This design comes from an exercise in tuning for small area, a short achievable clock period and few clock cycles on the open sky130 flow, not from production work. In this exercise RTL edits were held to simulation tests only and were not proved equivalent to the original. Power is estimated from default activity; no workload was simulated.

==> job 1823 <==
// dfp_mul128
module dfp_mul128(clk, ld, a, b, o, sign_exe, inf, overflow, underflow, done);
Settings: LEC_CHECK=0, CAP_MARGIN=20, CORE_MARGIN=2, CORE_UTILIZATION=60, SETUP_SLACK_MARGIN=1.5, SLEW_MARGIN=20; clock period 5.0 ns.
run.sh (not shown) runs the stock make flow with config.mk's settings and CLKGATE_MAP_FILE= SYNTH_SCRIPT=/design/flow/synth_recipe.tcl, a recipe that flattens the netlist after the stock synthesis.
==> inputs of job 8051, as changes to job 1823 <==
CAP_MARGIN = 30   (was 20)
SETUP_SLACK_MARGIN = 1.0   (was 1.5)
==> inputs of job 2904, as changes to job 1823 <==
--- a/flow/design.v
+++ b/flow/design.v
@@ -307,20 +307,22 @@
 reg [9:0] sel;	 
 always @(posedge clk) begin
 	cnt <= ld ? 6'd0 : (cnt == 6'd20) ? cnt : cnt + 6'd1;
 	sel <= grp;
 	done <= !ld && cnt == 6'd19;
 end
-function [6:0] dm10;	 
+function [6:0] dm10;
 input [5:0] t;
-reg [2:0] q;
-reg [3:0] r;
 begin
-	q = t >= 6'd40 ? 3'd4 : t >= 6'd30 ? 3'd3 : t >= 6'd20 ? 3'd2 : t >= 6'd10 ? 3'd1 : 3'd0;
-	r = t[3:0] - q * 4'd10;	 
-	dm10 = {q, r};
+	dm10[0] = (t == 6'd1) | (t == 6'd3) | (t == 6'd5) | (t == 6'd7) | (t == 6'd9) | (t == 6'd11) | (t == 6'd13) | (t == 6'd15) | (t == 6'd17) | (t == 6'd19) | (t == 6'd21) | (t == 6'd23) | (t == 6'd25) | (t == 6'd27) | (t == 6'd29) | (t == 6'd31) | (t == 6'd33) | (t == 6'd35) | (t == 6'd37) | (t == 6'd39) | (t == 6'd41) | (t == 6'd43) | (t == 6'd45) | (t == 6'd47) | (t == 6'd49);
+	dm10[1] = (t == 6'd2) | (t == 6'd3) | (t == 6'd6) | (t == 6'd7) | (t == 6'd12) | (t == 6'd13) | (t == 6'd16) | (t == 6'd17) | (t == 6'd22) | (t == 6'd23) | (t == 6'd26) | (t == 6'd27) | (t == 6'd32) | (t == 6'd33) | (t == 6'd36) | (t == 6'd37) | (t == 6'd42) | (t == 6'd43) | (t == 6'd46) | (t == 6'd47);
+	dm10[2] = (t == 6'd4) | (t == 6'd5) | (t == 6'd6) | (t == 6'd7) | (t == 6'd14) | (t == 6'd15) | (t == 6'd16) | (t == 6'd17) | (t == 6'd24) | (t == 6'd25) | (t == 6'd26) | (t == 6'd27) | (t == 6'd34) | (t == 6'd35) | (t == 6'd36) | (t == 6'd37) | (t == 6'd44) | (t == 6'd45) | (t == 6'd46) | (t == 6'd47);
+	dm10[3] = (t == 6'd8) | (t == 6'd9) | (t == 6'd18) | (t == 6'd19) | (t == 6'd28) | (t == 6'd29) | (t == 6'd38) | (t == 6'd39) | (t == 6'd48) | (t == 6'd49);
+	dm10[4] = (t == 6'd10) | (t == 6'd11) | (t == 6'd12) | (t == 6'd13) | (t == 6'd14) | (t == 6'd15) | (t == 6'd16) | (t == 6'd17) | (t == 6'd18) | (t == 6'd19) | (t == 6'd30) | (t == 6'd31) | (t == 6'd32) | (t == 6'd33) | (t == 6'd34) | (t == 6'd35) | (t == 6'd36) | (t == 6'd37) | (t == 6'd38) | (t == 6'd39);
+	dm10[5] = (t == 6'd20) | (t == 6'd21) | (t == 6'd22) | (t == 6'd23) | (t == 6'd24) | (t == 6'd25) | (t == 6'd26) | (t == 6'd27) | (t == 6'd28) | (t == 6'd29) | (t == 6'd30) | (t == 6'd31) | (t == 6'd32) | (t == 6'd33) | (t == 6'd34) | (t == 6'd35) | (t == 6'd36) | (t == 6'd37) | (t == 6'd38) | (t == 6'd39);
+	dm10[6] = (t == 6'd40) | (t == 6'd41) | (t == 6'd42) | (t == 6'd43) | (t == 6'd44) | (t == 6'd45) | (t == 6'd46) | (t == 6'd47) | (t == 6'd48) | (t == 6'd49);
 end
 endfunction
 reg [203:0] R;	 
 reg [11:0] stage;	 
 reg [143:0] lo;	 
 wire [6:0] d0 = dm10(R[5:0]);
CAP_MARGIN = 35   (was 20)
SLEW_MARGIN = 25   (was 20)
==> qor summary <==
item	job 2904	job 8051	job 1823
Run status	complete, no violations	complete, no violations	complete, no violations
Reported combinational group power	25.2 mW	24.8 mW	30.2 mW
Footprint of the multi-input gates	60,000 um^2	52,500 um^2	57,400 um^2
M1 wire length	124,000 um	120,000 um	123,000 um
Flip-flop and latch power	13.7 mW	13.3 mW	13.4 mW
Length of routed met2 wiring	134,000 um	132,000 um	144,000 um
Total number of nets in the final design	11,809	11,261	11,664
Sequential cell area	22,100 um^2	21,700 um^2	22,300 um^2
Largest fanout on the critical path	4	11	5
Horizontal die dimension	379 um	370 um	370 um
Cell area reported after detailed placement	91,000 um^2	87,600 um^2	87,600 um^2
XOR/XNOR Fraction of Synth Area	5.14%	5.22%	5.22%
Starting density of the core	60.5%	60.4%	60.4%
Filler Cell Count	10,523	10,443	8,885
Largest voltage drop on the vdd net	0.000362 V	0.000390 V	0.000495 V
Testbench counts of job 1823, summed over its fixed seeds: cycles 5,376.
Testbench counts of job 8051, summed over its fixed seeds: cycles 5,376.
Testbench counts of job 2904, summed over its fixed seeds: cycles 5,376.

static timing again, ports no longer ideal:
The flow's constraints put no driver on any port. The routed layouts listed below were extracted and timed again, unchanged, in two steps. Step 1 sets driving cells, clkbuf_16 on the clock port and buf_2 on the other inputs (assumed; they add their load-dependent delay and slew). Step 2 adds t to the input delays and takes it off the output delays; t is the mean of the earliest and latest rising clock arrival at the registers after step 1. Input paths then give back, and output paths get back, about the clock's delay inside the block. Three values: ideal ports, drivers, drivers and shift; two values: the first two.
run	t (ns)	setup WS [ns]	worst setup path at the end
job 1823	0.858	1.197 / 1.197 / 0.398	input to register
job 8051	0.845	0.921 / 0.921 / 0.211	input to register
job 2904	0.845	1.357 / 1.357 / 0.627	input to register
After both steps every run listed still meets setup and hold. The setup slack of job 1823, which loses most, moves by 0.000 ns with the drivers and by -0.799 ns with both steps.
